From an optimization exercise on the open Yosys and OpenROAD flow, aimed at small area; shortcuts taken in it are not production practice.
The RTL was checked by simulation tests, not by an equivalence proof against the original design.

==> build 98: inputs <==
## piso_tge
module piso_tge (
    input  wire          clk,
    input  wire          ce,
    input  wire          rst,
    input  wire [1023:0] i_parallel,
    output wire [63:0]   o_serial,
    input  wire          fifo_empty,
    output wire          fifo_re,
    output wire          valid
);
==> module piso_tge, before the edit <==
module piso_tge (
    input  wire          clk,
    input  wire          ce,
    input  wire          rst,
    input  wire [1023:0] i_parallel,
    output wire [63:0]   o_serial,
    input  wire          fifo_empty,
    output wire          fifo_re,
    output wire          valid
);
reg        busy;
reg  [3:0] k;
reg        re;
reg        v1;
reg        valid_r;
reg [63:0] serial_out;
always @(posedge clk) begin
    busy    <= !rst && (busy ? (k != 4'd15) : !fifo_empty);
    k       <= busy ? k + 4'd1 : 4'd0;
    re      <= !busy && !fifo_empty && !rst;
    v1      <= busy;
    valid_r <= v1;
end
wire [15:0] sel;
genvar j;
generate
    for (j = 0; j < 16; j = j + 1) begin : g_sel
        assign sel[j] = (k == ((j + 1) % 16));
    end
endgenerate
wire [63:0] mux;
generate
    for (j = 0; j < 64; j = j + 1) begin : g_bit
        piso_mux16 u_mux (
            .d({i_parallel[960+j], i_parallel[896+j], i_parallel[832+j], i_parallel[768+j],
                i_parallel[704+j], i_parallel[640+j], i_parallel[576+j], i_parallel[512+j],
                i_parallel[448+j], i_parallel[384+j], i_parallel[320+j], i_parallel[256+j],
                i_parallel[192+j], i_parallel[128+j], i_parallel[64+j],  i_parallel[j]}),
            .s(sel),
            .y(mux[j])
        );
    end
endgenerate
always @(posedge clk)
    serial_out <= mux;
assign fifo_re  = re;
assign valid    = valid_r;
assign o_serial = serial_out;
endmodule
export LEC_CHECK = 0
export CAP_MARGIN = 20
export CORE_AREA = 4 4 156 156
export DIE_AREA = 0 0 160 160
export SLEW_MARGIN = 20
export SYNTH_HIERARCHICAL = 1
create_clock -name core_clock -period 3.0 [get_ports {clk}]
standard.sh (not shown) runs the stock make flow with config.mk's settings and CLKGATE_MAP_FILE= SYNTH_SCRIPT=/design/flow/synth_recipe.tcl, a recipe that flattens the netlist after the stock synthesis.
==> flow/flow/run.sh <==
#!/bin/bash
# Standard ORFS layout, with two changes:
#  - the port buffers are inserted as buf_1 cells (the default picks
#    clkdlybuf4s50_1, 2.7x the area);
#  - IO pins may sit on adjacent routing tracks, so the die can be smaller.
set -euo pipefail
export BUFFER_PORTS_ARGS="-buffer_cell sky130_fd_sc_hd__buf_1"
export PLACE_PINS_ARGS="-min_distance 1 -min_distance_in_tracks"
bash standard.sh finish > standard.log 2>&1
==> trial 27: changes against build 98 <==
--- a/flow/design.v
+++ b/flow/design.v
@@ -11,3 +11,3 @@
 reg        busy;
-reg  [3:0] k;
+reg  [3:0] s;    
 reg        re;
@@ -17,4 +17,4 @@
 always @(posedge clk) begin
-    busy    <= !rst && (busy ? (k != 4'd15) : !fifo_empty);
-    k       <= busy ? k + 4'd1 : 4'd0;
+    busy    <= !rst && (busy ? (s != 4'd14) : !fifo_empty);
+    s       <= busy ? s + 4'd1 : 4'd15;
     re      <= !busy && !fifo_empty && !rst;
@@ -27,3 +27,3 @@
     for (j = 0; j < 16; j = j + 1) begin : g_sel
-        assign sel[j] = (k == ((j + 1) % 16));
+        assign sel[j] = (s == j);
     end
==> flow/flow/run.sh (replaced) <==
#!/bin/bash
# Standard ORFS layout, with these changes:
#  - the port buffers are inserted as buf_1 cells (the default picks
#    clkdlybuf4s50_1, 2.7x the area);
#  - IO pins may sit on adjacent routing tracks, so the die can be smaller;
#  - the clock pin is placed first, mid left edge, with the tracks next to it
#    kept free of other pins;
#  - after global placement each input buffer is moved halfway towards its pin
#    (near_pins.tcl), so the port nets are shorter and need fewer antenna diodes.
set -euo pipefail
DIE_H=$(sed -n 's/^export DIE_AREA *= *[0-9.]* [0-9.]* [0-9.]* \([0-9.]*\).*/\1/p' config.mk)
MID=$(python3 -c "print(round($DIE_H/2, 2))")
LO=$(python3 -c "print(int($DIE_H/2 - 2))")
HI=$(python3 -c "print(int($DIE_H/2 + 3))")
cat > pre_io.tcl <<EOT
place_pin -pin_name clk -layer met3 -location {0.4 $MID} -force_to_die_boundary
EOT
export PRE_IO_PLACEMENT_TCL=$PWD/pre_io.tcl
export POST_GLOBAL_PLACE_TCL=$PWD/flow/near_pins.tcl
export BUFFER_PORTS_ARGS="-buffer_cell sky130_fd_sc_hd__buf_1"
export PLACE_PINS_ARGS="-min_distance 1 -min_distance_in_tracks -exclude left:$LO-$HI"
bash standard.sh finish > standard.log 2>&1
==> flow/flow/near_pins.tcl (new file) <==
# After global placement: move each input port buffer halfway towards its pin, so
# the unbuffered port net is shorter and rarely needs an antenna diode. Detailed
# placement legalizes the result.
set block [ord::get_db_block]
set core [$block getCoreArea]
set cx0 [$core xMin]; set cy0 [$core yMin]
set cx1 [$core xMax]; set cy1 [$core yMax]
set moved 0
foreach bterm [$block getBTerms] {
  if {[$bterm getIoType] ne "INPUT"} { continue }
  set net [$bterm getNet]
  if {$net eq "NULL"} { continue }
  if {[$bterm getName] eq "clk"} { continue }
  set iterms [$net getITerms]
  if {[llength $iterms] != 1} { continue }
  set inst [[lindex $iterms 0] getInst]
  if {![string match "*buf*" [[$inst getMaster] getName]]} { continue }
  set bb [$bterm getBBox]
  set px [expr {([$bb xMin] + [$bb xMax]) / 2}]
  set py [expr {([$bb yMin] + [$bb yMax]) / 2}]
  set w [[$inst getMaster] getWidth]
  set h [[$inst getMaster] getHeight]
  set ox [lindex [$inst getLocation] 0]; set oy [lindex [$inst getLocation] 1]
  set px [expr {($px + $ox) / 2}]; set py [expr {($py + $oy) / 2}]
  set x [expr {max($cx0, min($cx1 - $w, $px - $w / 2))}]
  set y [expr {max($cy0, min($cy1 - $h, $py - $h / 2))}]
  $inst setLocation $x $y
  $inst setPlacementStatus PLACED
  incr moved
}
puts "near_pins: moved $moved input buffers next to their pins"
--- a/flow/config.mk
+++ b/flow/config.mk
@@ -8,4 +8,5 @@
 export CAP_MARGIN = 20
-export CORE_AREA = 4 4 156 156
-export DIE_AREA = 0 0 160 160
+export CORE_AREA = 4 4 168 168
+export CTS_BUF_LIST = sky130_fd_sc_hd__clkbuf_4 sky130_fd_sc_hd__clkbuf_8
+export DIE_AREA = 0 0 172 172
 export SLEW_MARGIN = 20
==> results by group <==
Status
  • Status: no timing/DRC/antenna violations

Place
  • Final HPWL from detailed placement: between 50000 and 60000 um
  • Placed Cells: 2086

Logic synthesis
  • Post-Synth Simple-Gate Area: 20.3%
  • Synthesized area: between 5000 and 6000 um^2
  • Synth cell count leaders: a222oi_1 (320), dfxtp_1 (72), nand2_1 (67), and3_1 (64), nand4_1 (64)
  • Ranking of synthesized cells by area: a222oi_1 (54%), dfxtp_1 (24%), and3_1 (6.7%)
  • Post-Synth Adder-Cell Area: 0.839%
  • Post-synthesis sequential area ratio: 24.2%
  • Cell variety after synth: 23
  • Syn avg cell area: 9.59 um^2

Global route
  • Met2 GRT Util: 70.8%
  • Largest net degree at the start of global routing: 42
  • Vias in the first global route: 15168
  • Met1 Use GR: 45.9%
  • GRT met3 Usage: 21.0%

Floorplan
  • DIE HEIGHT: ~170 um
  • Row count: between 50 and 60
  • IO Count: roughly 1100

Clocking
  • Clk root buf: clkbuf_8
That was trial 27.
==> results by group <==
Logic synthesis
  • Cell variety after synth: 22
  • Syn avg cell area: 9.59 um^2
  • Post-Synth Adder-Cell Area: 0.839%
  • Synth cell count leaders: a222oi_1 (320), dfxtp_1 (72), and3_1 (67), nand2_1 (65), nand4_1 (64)
  • Post-synthesis sequential area ratio: about 24%

Place
  • Final HPWL from detailed placement: 57600 um
  • Placed Cells: 2038

Floorplan
  • Row count: 55
  • DIE HEIGHT: ~160 um

Status
  • Err: [ERROR GRT-0116] Global routing finished with congestion. Check the congestion regions in the DRC Viewer.
  • Status: stopped before the end
  • Failing step: global routing (5_1_grt)

Global route
  • GRT met3 Usage: 33.6%
That was build 98.

afterwards: timing with drivers on the ports:
In the flow no input, the clock included, has a driving cell. The finished layout below was timed again as built, in two steps.
Step 1 sets driving cells, clkbuf_16 on the clock port and buf_2 on the other inputs (assumed; they add their load-dependent delay and slew).
Step 2 adds t to the input delays and takes it off the output delays; t is the mean of the earliest and latest rising clock arrival at the registers after step 1. Input paths then give back, and output paths get back, about the clock's delay inside the block.
Slacks: ideal / step 1 / step 2; pairs: ideal / step 1.
run: trial 27
shift t [ns]: 0.407
slack for setup (ns): 0.380 / 0.380 / 0.380
hold slack, ns: 0.323 / 0.323 / 0.323
worst data-port slew with drivers (ns): 0.13
After both steps trial 27 still meets setup and hold. The setup slack of trial 27 moves by 0.000 ns with the drivers and by 0.000 ns with both steps.
